Source: an optimization exercise on an open RTL-to-GDS flow (aim: small area). Production flows keep margins and buffers that such runs may drop. RTL that was checked went through simulation tests only; none was proved equivalent to the original. Power figures rest on the tool's default switching activity, not on a simulated workload.

==> inputs of run a <==
// BRAM_GPU
module BRAM_GPU(
        input wire vga_clk,
        input wire rst,
        output wire [3:0] r,
        output wire [3:0] g,
        output wire [3:0] b,
        output wire hs,
        output wire vs,
        output wire [11:0] bram_addr_blk,
        input wire [15:0] bram_rdata_blk,
        output wire [12:0] bram_addr_txtr,
        input wire [11:0] bram_rdata_txtr
);
Settings: LEC_CHECK=0, ABC_AREA=1, CAP_MARGIN=20, CORE_MARGIN=2, CORE_UTILIZATION=35, CTS_BUF_LIST=sky130_fd_sc_hd__clkbuf_8, GPL_TIMING_DRIVEN=0, SETUP_SLACK_MARGIN=0.5, SLEW_MARGIN=20, SYNTH_MEMORY_MAX_BITS=131072; clock period 10.0 ns.
standard.sh (not shown) runs the stock make flow with config.mk's settings and CLKGATE_MAP_FILE= SYNTH_SCRIPT=/design/flow/synth_recipe.tcl, a recipe that flattens the netlist after the stock synthesis.
==> flow/flow/run.sh <==
#!/bin/bash
# The standard layout (standard.sh) with these changes:
#  - synthesis maps the logic with an area-oriented ABC script (flow/abc_area.script:
#    &nf area mapping, no ABC buffering or resizing), leaves adders to ABC instead of
#    extracting half/full adder cells, and inserts no buffers on pass-through wires;
#    registers are mapped exactly as standard.sh does;
#  - the port buffers inserted at global placement are sky130_fd_sc_hd__buf_1.
# Each step's full log stays under orfs/logs; make's own output goes to make_*.log here.
set -euo pipefail
W=$(pwd)
rm -rf "$W/scripts"
cp -r "$FLOW_HOME/scripts" "$W/scripts"
cp "$W/flow/abc_area.script" "$W/scripts/abc_area.script"
bash standard.sh SCRIPTS_DIR="$W/scripts" ADDER_MAP_FILE= SYNTH_INSBUF=0 synth > make_synth.log 2>&1
bash standard.sh BUFFER_PORTS_ARGS="-buffer_cell sky130_fd_sc_hd__buf_1" CTS_ARGS="-sink_clustering_enable -repair_clock_nets -buf_list sky130_fd_sc_hd__clkbuf_8 -sink_clustering_size 24 -dont_use_dummy_load" finish > make_finish.log 2>&1
==> flow/flow/abc_area.script <==
&get -n
&st
&dch -f
&nf -p -R 1000 -F 8 -A 8
&put
topo
stime -c
==> run b: changes against run a <==
--- a/flow/flow/run.sh
+++ b/flow/flow/run.sh
@@ -14,2 +14,2 @@
 bash standard.sh SCRIPTS_DIR="$W/scripts" ADDER_MAP_FILE= SYNTH_INSBUF=0 synth > make_synth.log 2>&1
-bash standard.sh BUFFER_PORTS_ARGS="-buffer_cell sky130_fd_sc_hd__buf_1" CTS_ARGS="-sink_clustering_enable -repair_clock_nets -buf_list sky130_fd_sc_hd__clkbuf_8 -sink_clustering_size 24 -dont_use_dummy_load" finish > make_finish.log 2>&1
+bash standard.sh BUFFER_PORTS_ARGS="-buffer_cell sky130_fd_sc_hd__buf_1" CTS_ARGS="-sink_clustering_enable -repair_clock_nets -buf_list sky130_fd_sc_hd__clkbuf_8 -dont_use_dummy_load" finish > make_finish.log 2>&1
==> run c: changes against run a <==
--- a/flow/flow/run.sh
+++ b/flow/flow/run.sh
@@ -6,3 +6,4 @@
 #    registers are mapped exactly as standard.sh does;
-#  - the port buffers inserted at global placement are sky130_fd_sc_hd__buf_1.
+#  - the port buffers inserted at global placement are sky130_fd_sc_hd__buf_1;
+#  - clock tree synthesis uses clkbuf_8 buffers and inserts no dummy loads.
 # Each step's full log stays under orfs/logs; make's own output goes to make_*.log here.
@@ -14,2 +15,2 @@
 bash standard.sh SCRIPTS_DIR="$W/scripts" ADDER_MAP_FILE= SYNTH_INSBUF=0 synth > make_synth.log 2>&1
-bash standard.sh BUFFER_PORTS_ARGS="-buffer_cell sky130_fd_sc_hd__buf_1" CTS_ARGS="-sink_clustering_enable -repair_clock_nets -buf_list sky130_fd_sc_hd__clkbuf_8 -sink_clustering_size 24 -dont_use_dummy_load" finish > make_finish.log 2>&1
+bash standard.sh BUFFER_PORTS_ARGS="-buffer_cell sky130_fd_sc_hd__buf_1" CTS_ARGS="-sink_clustering_enable -repair_clock_nets -buf_list sky130_fd_sc_hd__clkbuf_8 -dont_use_dummy_load" finish > make_finish.log 2>&1
--- a/flow/config.mk
+++ b/flow/config.mk
@@ -13,3 +13,3 @@
 export GPL_TIMING_DRIVEN = 0
-export SETUP_SLACK_MARGIN = 0.5
+export SETUP_SLACK_MARGIN = 0.3
 export SLEW_MARGIN = 20
==> comparison <==
- In non-clock buffer count, run a and run b do not differ.
- Flip-flop and latch count is the same in run a and run b.
- In worst hold slack, run b and run a do not differ.
- Register-to-register slack is about the same in run b and run a.


==> 05-18: inputs <==
Another version of the RTL of BRAM_GPU (not shown whole).
==> flow/config.mk <==
export PLATFORM = sky130hd
export DESIGN_NAME = BRAM_GPU
export DESIGN_NICKNAME = BRAM_GPU
export VERILOG_FILES = /design/flow/design.v
export SDC_FILE = /design/flow/constraint.sdc
export NUM_CORES = 4
export LEC_CHECK = 0
export ABC_AREA = 1
export CAP_MARGIN = 20
export CORE_MARGIN = 2
export CORE_UTILIZATION = 40
export CTS_BUF_LIST = sky130_fd_sc_hd__clkbuf_8
export GPL_TIMING_DRIVEN = 0
export SETUP_SLACK_MARGIN = 0.8
export SLEW_MARGIN = 20
export SYNTH_MEMORY_MAX_BITS = 131072
==> flow/constraint.sdc <==
create_clock -name core_clock -period 10.0 [get_ports {vga_clk}]
set_input_delay 2.0000 -clock core_clock [delete_from_list [all_inputs] [get_ports {vga_clk}]]
set_output_delay 2.0000 -clock core_clock [all_outputs]
set_load 0.01 [all_outputs]
==> flow/flow/run.sh <==
#!/bin/bash
# The standard layout (standard.sh) with two changes:
#  - synthesis maps the logic with an area-oriented ABC script (flow/abc_area.script:
#    map -a, no ABC buffering or resizing) and leaves adders to ABC instead of
#    extracting half/full adder cells; registers are mapped exactly as standard.sh does;
#  - the port buffers inserted at global placement are sky130_fd_sc_hd__buf_1.
# Each step's full log stays under orfs/logs; make's own output goes to *.log here.
set -euo pipefail
W=$(pwd)
rm -rf "$W/scripts"
cp -r "$FLOW_HOME/scripts" "$W/scripts"
cp "$W/flow/abc_area.script" "$W/scripts/abc_area.script"
bash standard.sh SCRIPTS_DIR="$W/scripts" ADDER_MAP_FILE= SYNTH_INSBUF=0 synth > make_synth.log 2>&1
bash standard.sh BUFFER_PORTS_ARGS="-buffer_cell sky130_fd_sc_hd__buf_1" finish > make_finish.log 2>&1
Scripts as last shown in full above: flow/flow/abc_area.script
==> 10-13: changes against 05-18 <==
Settings changed: SETUP_SLACK_MARGIN 0.8 to 0.4.
==> notes.md <==
- 10-13 went through all stages and came out clean. 05-18 passed the timing, design-rule and antenna checks.
- Synthesized cell count is the same in 05-18 and 10-13.
- Sequential power is about the same in 10-13 and 05-18.
- Against 10-13, the maximum frequency of 05-18 is larger by 4.0%.
- Against 10-13, the sequential share of layout area of 05-18 is lower by 0.081 points.
- Of 05-18 and 10-13, 05-18 has the higher via count (gap 0.36%, measured against 10-13).
- Non-clock buffer count is the same in 05-18 and 10-13.
- In 05-18 the global-route usage is lower than in 10-13, by 0.17 points.
- Between 05-18 and 10-13, the lower hold slack is in 05-18 (gap 0.86 ps).
- In 10-13 the register-to-register slack is worse than in 05-18, by 360 ps.
No run of this note included a check of the RTL's function; only the layout flow was run.

[separate check: timing with driven ports]
In the flow no input, the clock included, has a driving cell. The finished layouts below were timed again as built, in two steps.
Step 1 sets driving cells, clkbuf_16 on the clock port and buf_2 on the other inputs (assumed; they add their load-dependent delay and slew).
Step 2 times the ports against the registers' clock, not the clock port: input delays grow and output delays shrink by t, the midpoint of the rising clock arrivals with the driver on.
Slacks: no drivers / after step 1 / after step 2; pairs: no drivers / after step 1.
| run | t, ns | slack for setup (ns) | worst hold slack (ns) | worst slew at a driven data input, ns | cell pins on the clock port's net |
|---|---|---|---|---|---|
| run a | 0.328 | 0.466 / 0.466 / 0.466 | 0.378 / 0.378 / 0.378 | 0.06 | 1 |
| run b | 0.328 | 0.466 / 0.466 / 0.466 | 0.378 / 0.378 / 0.378 | 0.06 | 1 |
| run c | 0.329 | 0.414 / 0.413 / 0.413 | 0.378 / 0.378 / 0.378 | 0.06 | 1 |
| 05-18 | 0.330 | 0.876 / 0.876 / 0.876 | 0.372 / 0.372 / 0.372 | 0.06 | 1 |
| 10-13 | 0.332 | 0.514 / 0.514 / 0.514 | 0.373 / 0.373 / 0.373 | 0.06 | 1 |
After both steps setup and hold are still met in every run listed. The setup slack of run c, which loses most, moves by -0.001 ns with the drivers and by -0.001 ns with both steps.
